Source: an optimization exercise on an open RTL-to-GDS flow (aim: small area and a short achievable clock period). Production flows keep margins and buffers that such runs may drop. Only simulation tests tie the RTL to the original design; equivalence was not proved. The flow treats the clock pin as an ideal source, which a real chip does not have.

run P:
// single_kernel
module single_kernel #(
  parameter SIZE = 8,
  parameter DATA_WIDTH = 16
) (
  input clk,
  input [SIZE*SIZE-1:0] finish,
  input [SIZE*DATA_WIDTH-1:0] in_up,
  input [SIZE*DATA_WIDTH-1:0] in_left,
  output [SIZE*DATA_WIDTH-1:0] pass_down,
  output [SIZE*DATA_WIDTH-1:0] pass_right,
  output [SIZE*SIZE*DATA_WIDTH-1:0] out_matrix,
  output [SIZE*DATA_WIDTH-1:0] out_diagonal
);
  wire [SIZE*SIZE*16-1:0] d, r;
  genvar i, j;
  generate
    for (i = 0; i < SIZE; i = i + 1) begin : row
      for (j = 0; j < SIZE; j = j + 1) begin : col
        if (i == SIZE-1 || j == SIZE-1) begin : edge_pe
          mac_pe_edge #(.COPY_U(i == 0), .COPY_L(j == 0)) pe (
            .clk     (clk),
            .finish  (finish[i*SIZE + j]),
            .i_up    (i == SIZE-1 ? in_up  [16*j +: 16] : d[16*((i+1)*SIZE + j) +: 16]),
            .i_left  (j == SIZE-1 ? in_left[16*i +: 16] : r[16*(i*SIZE + j + 1) +: 16]),
            .o_down  (d[16*(i*SIZE + j) +: 16]),
            .o_right (r[16*(i*SIZE + j) +: 16]),
            .o_result(out_matrix[16*(i*SIZE + j) +: 16]));
        end else begin : inner_pe
          mac_pe_in pe (
            .clk     (clk),
            .finish  (finish[i*SIZE + j]),
            .i_up    (d[16*((i+1)*SIZE + j) +: 16]),
            .i_left  (r[16*(i*SIZE + j + 1) +: 16]),
            .o_down  (d[16*(i*SIZE + j) +: 16]),
            .o_right (r[16*(i*SIZE + j) +: 16]),
            .o_result(out_matrix[16*(i*SIZE + j) +: 16]));
        end
      end
      assign pass_down   [16*i +: 16] = d[16*i +: 16];
      assign pass_right  [16*i +: 16] = r[16*(i*SIZE) +: 16];
  ...
Size: about 45000 cells after synthesis, roughly 1700 I/O pins.
Settings: LEC_CHECK=0, CAP_MARGIN=20, CORE_MARGIN=2, CORE_UTILIZATION=58, SETUP_SLACK_MARGIN=5, SLEW_MARGIN=20, SYNTH_HIERARCHICAL=1, SYNTH_MINIMUM_KEEP_SIZE=0; clock period 11.0 ns.
standard.sh (not shown) runs the stock make flow with config.mk's settings and CLKGATE_MAP_FILE= SYNTH_SCRIPT=/design/flow/synth_recipe.tcl, a recipe that flattens the netlist after the stock synthesis.
==> flow/flow/run.sh <==
#!/bin/bash
# Own layout flow: the standard synthesis and layout, with
#  - each port placed on the die's edge next to the PE it belongs to
#    (flow/pre_io.tcl);
#  - port buffers of a faster cell than the default, the output ones moved
#    next to the registers that drive them (flow/pre_resize.tcl);
#  - hold repair with 0.1 ns of margin, and timing repair aimed at a 4.6 ns
#    period (the clock stays 11 ns), with the later clock branches modelled
#    as ideal latency until clock tree synthesis (flow/pre_floorplan.tcl).
# Each step's full output goes to a log of its own in this folder.
set -euo pipefail
here=$(pwd)
bash standard.sh synth > log_synth.txt 2>&1
bash standard.sh \
  PRE_FLOORPLAN_TCL="$here/flow/pre_floorplan.tcl" \
  PRE_IO_PLACEMENT_TCL="$here/flow/pre_io.tcl" \
  PRE_RESIZE_TCL="$here/flow/pre_resize.tcl" \
  PRE_CTS_TCL="$here/flow/pre_cts.tcl" \
  CTS_ARGS="-sink_clustering_enable -repair_clock_nets -no_insertion_delay -sink_clustering_size 25 -sink_clustering_max_diameter 80 -clk_nets {clk_op clk_late_in clk_late_edge}" \
  BUFFER_PORTS_ARGS="-buffer_cell sky130_fd_sc_hd__buf_2" \
  SETUP_SLACK_MARGIN=6.4 \
  HOLD_SLACK_MARGIN=0.1 \
  finish > log_layout.txt 2>&1
Other scripts of this flow, unchanged in this note and not shown: flow/flow/clock_groups.tcl, flow/flow/pre_cts.tcl, flow/flow/pre_floorplan.tcl, flow/flow/pre_io.tcl, flow/flow/pre_resize.tcl
Modified inputs, run A compared to run P
--- a/flow/config.mk
+++ b/flow/config.mk
@@ -9,3 +9,3 @@
 export CORE_MARGIN = 2
-export CORE_UTILIZATION = 58
+export CORE_UTILIZATION = 64
 export SETUP_SLACK_MARGIN = 5
Notes after the runs:
- Relative to run P, initial antenna violation count has increased by 7 in run A.
- Across both runs, clock period minus final worst setup slack was lower for run A than for run P.
- Compared with run P, cell count in run A decreased slightly.
- Run A gives more routing usage on met1 than run P did.

==> afterwards: timing with drivers on the ports <==
No port has a modelled driver above. Below, the same layouts with a new extraction and two added sets of constraints. Step 1, drivers: a clkbuf_16 drives clk and a buf_2 each remaining input, both assumed. Step 2, shift: input delay + t, output delay - t, t = (earliest + latest rising clock arrival at the registers) / 2. This alone moves slack from input paths to output paths. Slacks: ideal ports / drivers / drivers and shift; pairs: ideal ports / drivers.
run	t, ns	setup slack, ns	worst setup path after step 2	clock arrival spread, ns	worst register clock-pin slew, ns	pins driven straight from the clock port
run P	2.054	6.287 / 6.282 / 5.780	input to register	1.523 / 1.519	0.10 / 0.10	3
run A	2.076	6.399 / 6.374 / 5.740	input to register	1.497 / 1.492	0.11 / 0.11	3
Clock arrivals are far apart in run P and run A, so t is only a midpoint there and step 2 fits no single register. The setup slack of run A, which loses most, moves by -0.025 ns with the drivers and by -0.659 ns with both steps.
